What follows belongs to an exercise in optimizing a design on an open flow for small area; a production flow would make more cautious choices. Function was checked by simulation only, so behaviour that the tests miss may differ from the original. Power and IR drop assume default switching activity.

==> module fifo, before the edit <==
module fifo (
    input  logic       clk,
    input  logic       rst_n,
    input  logic       wr,
    input  logic [7:0] w_data,
    input  logic       rd,
    output logic [7:0] r_data,
    output logic       full,
    output logic       empty
);
logic [7:0] mem [0:15];
logic [4:0] p;
logic [3:0] hp;
logic       pend;
assign empty = p[4];
assign full  = ~p[4] & (&p[3:0]);
wire push = wr & ~full;
wire pop  = rd & ~empty;
wire ins  = pend & (hp == 4'(-p[3:0]));
always_ff @(posedge clk) begin
    for (int j = 0; j < 15; j++)
        mem[j] <= mem[j+1];
    mem[15] <= ins ? w_data : mem[0];
end
always_ff @(posedge clk or negedge rst_n) begin
    if (!rst_n) begin
        p    <= 5'b11111;
        hp   <= 4'd0;
        pend <= 1'b0;
    end else begin
        if (push & ~pop)
            p <= p + 5'd1;
        else if (pop & ~push)
            p <= p - 5'd1;
        hp <= hp - {3'b000, ~pop};
        if (push)
            pend <= 1'b1;
        else if (ins)
            pend <= 1'b0;
    end
end
wire        selb = pend & (p == 5'd0);
logic [15:0] sel;
always_comb
    for (int i = 0; i < 16; i++)
        sel[i] = ~selb & (hp == 4'(i));
for (genvar j = 0; j < 8; j++) begin : g_col
    logic [15:0] d;
    for (genvar i = 0; i < 16; i++) begin : g_bit
        assign d[i] = mem[i][j];
    end
    rd_col u_col (.sel(sel), .d(d), .selb(selb), .b(w_data[j]), .y(r_data[j]));
end
endmodule
==> module rd_col, before the edit <==
module rd_col (
    input  logic [15:0] sel,
    input  logic [15:0] d,
    input  logic        selb,
    input  logic        b,
    output logic        y
);
logic [5:0] t;
for (genvar g = 0; g < 5; g++) begin : g_aoi
    aoi222 u (.a0(sel[3*g]),   .b0(d[3*g]),
              .a1(sel[3*g+1]), .b1(d[3*g+1]),
              .a2(sel[3*g+2]), .b2(d[3*g+2]), .y(t[g]));
end
assign t[5] = ~((sel[15] & d[15]) | (selb & b));
assign y = ~&t;
endmodule
==> module uart_rx, before the edit <==
module uart_rx (
    input  logic       clk,
    input  logic       rst_n,
    input  logic       rx,
    input  logic       s_tick,
    output logic       rx_done_tick,
    output logic [7:0] dout
);
localparam logic [1:0] IDLE = 2'd0, START = 2'd1, DATA = 2'd2, STOP = 2'd3;
logic [1:0] state;
logic [3:0] s;
logic [7:0] b;
wire last = s_tick & (&s);
always_ff @(posedge clk or negedge rst_n) begin
    if (!rst_n)
        state <= IDLE;
    else case (state)
        IDLE:  if (~rx) state <= START;
        START: if (last) state <= DATA;
        DATA:  if (last & b[0]) state <= STOP;
        STOP:  if (last) state <= IDLE;
    endcase
end
always_ff @(posedge clk) begin
    if (state == IDLE)
        s <= 4'd8;
    else
        s <= s + {3'd0, s_tick};
end
always_ff @(posedge clk) begin
    if (state == START && last)
        b <= 8'h80;
    else if (state == DATA && last)
        b <= {rx, b[7:1]};
end
assign rx_done_tick = (state == STOP) & last;
assign dout = b;
endmodule
==> flow/config.mk <==
export PLATFORM = sky130hd
export DESIGN_NAME = uart_module
export DESIGN_NICKNAME = uart_module
export VERILOG_FILES = /design/flow/design.v
export SDC_FILE = /design/flow/constraint.sdc
export NUM_CORES = 4
export LEC_CHECK = 0
export CAP_MARGIN = 20
export CORE_MARGIN = 2
export CORE_UTILIZATION = 70
export SLEW_MARGIN = 20
export SYNTH_HIERARCHICAL = 1
==> flow/constraint.sdc <==
create_clock -name core_clock -period 10.0 [get_ports {clk}]
set_input_delay 2.0000 -clock core_clock [delete_from_list [all_inputs] [get_ports {clk}]]
set_output_delay 2.0000 -clock core_clock [all_outputs]
set_load 0.01 [all_outputs]
standard.sh (not shown) runs the stock make flow with config.mk's settings and CLKGATE_MAP_FILE= SYNTH_SCRIPT=/design/flow/synth_recipe.tcl, a recipe that flattens the netlist after the stock synthesis.
==> flow/flow/run.sh <==
#!/bin/bash
# Standard layout with three changes: after floorplan every cell gets the
# smallest size of its family (flow/downsize.tcl); port buffers are buf_1;
# the clock tree is built from clkbuf_4 with larger sink clusters and no
# dummy loads.
set -euo pipefail
export POST_FLOORPLAN_TCL="$PWD/flow/downsize.tcl"
export BUFFER_PORTS_ARGS="-buffer_cell sky130_fd_sc_hd__buf_1"
export CTS_ARGS="-sink_clustering_enable -repair_clock_nets -dont_use_dummy_load -buf_list sky130_fd_sc_hd__clkbuf_4 -root_buf sky130_fd_sc_hd__clkbuf_2 -tree_buf sky130_fd_sc_hd__clkbuf_2 -sink_clustering_size 12 -sink_clustering_max_diameter 40"
bash standard.sh > standard_flow.log 2>&1
==> flow/flow/downsize.tcl <==
set db [ord::get_db]
set block [ord::get_db_block]
set dont_use {}
if { [info exists ::env(DONT_USE_CELLS)] } {
  set dont_use $::env(DONT_USE_CELLS)
}
array set fam {}
foreach lib [$db getLibs] {
  foreach m [$lib getMasters] {
    set n [$m getName]
    if { [regexp {^(sky130_fd_sc_hd__[a-z0-9]+)_([0-9]+)$} $n -> base sz] } {
      if { [lsearch -exact $dont_use $n] < 0 } {
        lappend fam($base) $m
      }
    }
  }
}
set swapped 0
set saved 0
foreach inst [$block getInsts] {
  set m [$inst getMaster]
  set n [$m getName]
  if { ![regexp {^(sky130_fd_sc_hd__[a-z0-9]+)_([0-9]+)$} $n -> base sz] } {
    continue
  }
  if { ![info exists fam($base)] } {
    continue
  }
  set best $m
  set bw [$m getWidth]
  foreach c $fam($base) {
    if { [$c getWidth] < $bw } {
      set best $c
      set bw [$c getWidth]
    }
  }
  if { $best ne $m } {
    set saved [expr { $saved + [$m getWidth] - $bw }]
    $inst swapMaster $best
    incr swapped
  }
}
puts "downsize: swapped $swapped cells, saved width [expr { $saved / 1000.0 }] um"
==> next run, changes <==
--- a/flow/design.v
+++ b/flow/design.v
@@ -27,13 +27,13 @@
 logic [3:0] hp;
 logic       pend;
 assign empty = p[4];
 assign full  = ~p[4] & (&p[3:0]);
 wire push = wr & ~full;
 wire pop  = rd & ~empty;
-wire ins  = pend & (hp == 4'(-p[3:0]));
+wire ins  = pend & ((hp + p[3:0]) == 4'd0);
 always_ff @(posedge clk) begin
     for (int j = 0; j < 15; j++)
         mem[j] <= mem[j+1];
     mem[15] <= ins ? w_data : mem[0];
 end
 always_ff @(posedge clk or negedge rst_n) begin
@@ -43,13 +43,14 @@
         pend <= 1'b0;
     end else begin
         if (push & ~pop)
             p <= p + 5'd1;
         else if (pop & ~push)
             p <= p - 5'd1;
-        hp <= hp - {3'b000, ~pop};
+        if (!pop)
+            hp <= hp - 4'd1;
         if (push)
             pend <= 1'b1;
         else if (ins)
             pend <= 1'b0;
     end
 end
@@ -112,20 +113,26 @@
 logic [5:0] t;
 for (genvar g = 0; g < 5; g++) begin : g_aoi
     aoi222 u (.a0(sel[3*g]),   .b0(d[3*g]),
               .a1(sel[3*g+1]), .b1(d[3*g+1]),
               .a2(sel[3*g+2]), .b2(d[3*g+2]), .y(t[g]));
 end
-assign t[5] = ~((sel[15] & d[15]) | (selb & b));
+aoi22 u_last (.a0(sel[15]), .b0(d[15]), .a1(selb), .b1(b), .y(t[5]));
 assign y = ~&t;
 endmodule
 module aoi222 (
     input  logic a0, b0, a1, b1, a2, b2,
     output logic y
 );
 assign y = ~((a0 & b0) | (a1 & b1) | (a2 & b2));
+endmodule
+module aoi22 (
+    input  logic a0, b0, a1, b1,
+    output logic y
+);
+assign y = ~((a0 & b0) | (a1 & b1));
 endmodule
 module uart_rx (
     input  logic       clk,
     input  logic       rst_n,
     input  logic       rx,
     input  logic       s_tick,
@@ -147,14 +154,14 @@
         STOP:  if (last) state <= IDLE;
     endcase
 end
 always_ff @(posedge clk) begin
     if (state == IDLE)
         s <= 4'd8;
-    else
-        s <= s + {3'd0, s_tick};
+    else if (s_tick)
+        s <= s + 4'd1;
 end
 always_ff @(posedge clk) begin
     if (state == START && last)
         b <= 8'h80;
     else if (state == DATA && last)
         b <= {rx, b[7:1]};
Outcome:
- sequential cell count is unchanged
- area after synthesis increases by 1.9%
- register-to-register slack got worse by 700 ps
- sequential share of layout area fell by 1.4 points
- cell count goes up by about 1.4%
- power increases by about 3%
- design area came out higher by 1.9%
- global-route usage goes down by 1.4 points
- routed wire length falls by 2.9%
- setup slack gets better by 300 ps
- first-iteration DRC count drops by about 7%

-- afterwards: timing with drivers on the ports --
Ports are ideal in the flow. The routed layouts listed here were re-timed in OpenROAD.
Step 1 sets driving cells, clkbuf_16 on the clock port and buf_2 on the other inputs (assumed; they add their load-dependent delay and slew).
Step 2 times the ports against the registers' clock, not the clock port: input delays grow and output delays shrink by t, the midpoint of the rising clock arrivals with the driver on.
a / b / c = ideal ports / drivers / drivers and shift; a / b = the first two.
run | t (ns) | setup WS [ns] | clock arrival spread, ns | worst data-port slew with drivers (ns) | pins driven straight from the clock port
the first run | 0.738 | 4.207 / 4.172 / 4.910 | 0.055 / 0.056 | 0.04 | 1
the second run | 0.754 | 4.506 / 4.469 / 5.223 | 0.078 / 0.079 | 0.04 | 1
After both steps setup and hold are still met in every run listed.
